Source: an optimization exercise on an open RTL-to-GDS flow (aim: small area, a short achievable clock period and few clock cycles). Production flows keep margins and buffers that such runs may drop. Only simulation tests tie the RTL to the original design; equivalence was not proved. Power and IR drop assume default switching activity.

## v12
// top_core
module top_core #(
	parameter MEM_WIDTH = 16,
	parameter INST_WIDTH = 16
)(
		input logic clk,
		input logic rst,
	output logic [INST_WIDTH-1:0] imem_addr,
	input logic [31:0] imem_rdata,
	output logic [MEM_WIDTH-1:0] dmem_addr,
	output logic [31:0] dmem_wdata,
	output logic dmem_we,
	input logic [31:0] dmem_rdata,
	input logic in_valid,
	input logic [31:0] in_data,
	output logic in_ready,
	output logic out_valid,
	output logic [31:0] out_data,
	output logic out_byte
);
	localparam OP_SPECIAL = 6'b000000;
	localparam OP_FPU     = 6'b010001;
	localparam OP_ADDI    = 6'b001000;
	localparam OP_ANDI    = 6'b001100;
	localparam OP_ORI     = 6'b001101;
	localparam OP_IN      = 6'b011010;
	localparam OP_OUT     = 6'b011011;
	localparam OP_LUI     = 6'b001111;
	localparam OP_BEQ     = 6'b000100;
	localparam OP_BNE     = 6'b000101;
	localparam OP_BGEZ    = 6'b000001;
	localparam OP_BGTZ    = 6'b000111;
	localparam OP_BLEZ    = 6'b000110;
	localparam OP_J       = 6'b000010;
	localparam OP_JAL     = 6'b000011;
	localparam OP_LW      = 6'b100011;
	localparam OP_SW      = 6'b101011;
	localparam OP_FSW     = 6'b110001;
	localparam OP_FLW     = 6'b111001;
	localparam OP_MTFC    = 6'b010011;
	localparam OP_FBCT    = 6'b010101;
	localparam FUNCT_ADD  = 6'b100000;
	localparam FUNCT_SUB  = 6'b100010;
	localparam FUNCT_AND  = 6'b100100;
	localparam FUNCT_OR   = 6'b100101;
	localparam FUNCT_SLL  = 6'b000000;
	localparam FUNCT_SRL  = 6'b000010;
	localparam FUNCT_JR   = 6'b001000;
	localparam FUNCT_JALR = 6'b001001;
	localparam FPU_FUNCT_MOV  = 6'b000110;
	localparam FPU_FUNCT_NEG  = 6'b000111;
	localparam FPU_FUNCT_ABS  = 6'b000101;
	localparam FPU_FUNCT_C_EQ = 6'b110001;
	localparam FPU_FUNCT_C_LT = 6'b110010;
	localparam FPU_FUNCT_C_LE = 6'b110011;
	localparam FPU_FUNCT_FTOI = 6'b011000;
  ...
Size in the first run: ~8500 cells after synthesis, about 0.11 mm^2 of cells after synthesis.
clock: 10.0 ns
lec_check: 0
cap_margin: 20
cell_pad_in_sites_detail_placement: 1
cell_pad_in_sites_global_placement: 2
core_margin: 2
core_utilization: 58
cts_cluster_diameter: 80
cts_cluster_size: 25
place_density: 0.78
slew_margin: 20
standard.sh (not shown) runs the stock make flow with config.mk's settings and CLKGATE_MAP_FILE= SYNTH_SCRIPT=/design/flow/synth_recipe.tcl, a recipe that flattens the netlist after the stock synthesis.
==> flow/flow/run.sh <==
#!/bin/bash
export SETUP_SLACK_MARGIN=6.5
bash standard.sh > standard.log 2>&1
status=$?
exit $status
Testbench counts of v12, summed over its fixed seeds: cycles 38,788.
## Diff of input files: v25 against v12
- CORE_UTILIZATION now 50, was 58
- PLACE_DENSITY now 0.7, was 0.78
==> flow/flow/run.sh <==
#!/bin/bash
export SETUP_SLACK_MARGIN=6.8
bash standard.sh > standard.log 2>&1
status=$?
exit $status
Notes after the runs:
- Of the two values seen for cell type of the slowest stage on the worst timing path, sky130_fd_sc_hd__buf_16 was produced by v12 and sky130_fd_sc_hd__nand3_1 by v25.
- Compared to v12, v25 shows a wider setup margin.
- Re total power consumption of the routed design: v12 and v25 aren't equal, and the lower value belongs to v12.
- Relative to v12, maximum fanout along the worst path has decreased by 84 in v25.
- Comparing v12 and v25, the lower core utilization of the finished layout is on v25.
- Post-CTS setup buffer count delta for v25 relative to v12: 50 higher
- Fraction of power consumed by combinational cells, v12 and v25: higher on v25
- Die area on v25 is behind v12.
- In v25, count of routing violations after the opening detailed-route iteration is lower than in v12.
- When v25 is set beside v12, its cell count turns out to be 460 larger.
- Looking at end of the critical path, the opB[29] result is from v25; the opB[22] one comes from v12.
### v25 -> v28
- SETUP_SLACK_MARGIN newly set to 5
==> flow/run.sh (new file) <==
#!/bin/bash
# synth_recipe.tcl (not shown) runs the flow's synth.tcl, then flattens the netlist and writes it again
# the make line also repeats each setting of config.mk as NAME=value (left out here)
make -C /OpenROAD-flow-scripts/flow DESIGN_CONFIG=/design/flow/config.mk WORK_HOME=/design/flow/orfs CLKGATE_MAP_FILE= SYNTH_SCRIPT=/design/flow/synth_recipe.tcl finish
removed: flow/flow/run.sh
removed: flow/standard.sh
--- outcome ---
Each of the runs, namely v28 and v25, reached the end of the flow and came out clean.
v25 -> v28: effective utilization at floorplan delta 0, exact match
Row share of the final layout cell area in multi-input gates: v28 lower / v25 higher
v28 -> v25: synthesized cell count delta 0, exact match
Relative to v25, first-pass GRT wire length has gone down in v28.
Of v28 and v25, the run reporting the higher power dissipated in the clock network was v25.
Share of the clock period used by the worst path, v28 and v25: lower on v25
Where routed wire length is concerned, v25 is outperformed by v28.
In the tables for v28 and v25, total power reads lower with v28.
#### Input delta (v20 over v28)
- clearing SETUP_SLACK_MARGIN, which used to be 5
==> flow/flow/run.sh (new file) <==
#!/bin/bash
export SETUP_SLACK_MARGIN=6.5
bash standard.sh > standard.log 2>&1
status=$?
exit $status
==> flow/standard.sh (new file) <==
#!/bin/bash
# synth_recipe.tcl (not shown) runs the flow's synth.tcl, then flattens the netlist and writes it again
# the make line also repeats each setting of config.mk as NAME=value (left out here)
make -C /OpenROAD-flow-scripts/flow DESIGN_CONFIG=/design/flow/config.mk WORK_HOME=/design/flow/orfs CLKGATE_MAP_FILE= SYNTH_SCRIPT=/design/flow/synth_recipe.tcl "${@:-finish}"
removed: flow/run.sh
--- outcome ---
- v20 reports a higher global-route usage than v28 does.
- Going from v28 to v20, share of power burned in combinational logic grew by 1.6 points; peak per-stage delay on the critical path shrank by 0.12 ns; critical path depth shrank by 2; multi-input combinational area share grew by 0.29 points; placed instance count held steady.
- Clock power share in v20 vs v28: down 0.2 points
- Side by side, number of iterations in the first detailed-routing pass turned out lower in v20 than in v28.

-- separate check: timing with driven ports --
In the flow no input, the clock included, has a driving cell. The finished layouts below were timed again as built, in two steps. Step 1: set_driving_cell puts a clkbuf_16 on clk and a buf_2 on each other input, an assumption about the parent block. Step 2 adds t to the input delays and takes it off the output delays; t is the mean of the earliest and latest rising clock arrival at the registers after step 1. Input paths then give back, and output paths get back, about the clock's delay inside the block. Slacks: ideal / step 1 / step 2; pairs: ideal / step 1.
| run | t (ns) | setup slack, ns | worst setup path after step 2 | latest minus earliest clock arrival (ns) |
|---|---|---|---|---|
| v12 | 0.958 | 6.031 / 6.031 / 5.655 | input to register | 0.075 / 0.074 |
| v25 | 0.957 | 6.103 / 6.103 / 5.913 | input to register | 0.090 / 0.090 |
| v28 | 0.965 | 5.237 / 5.237 / 4.980 | input to register | 0.076 / 0.075 |
| v20 | 0.970 | 6.144 / 6.144 / 5.768 | input to register | 0.051 / 0.051 |
After both steps setup and hold are still met in every run listed.
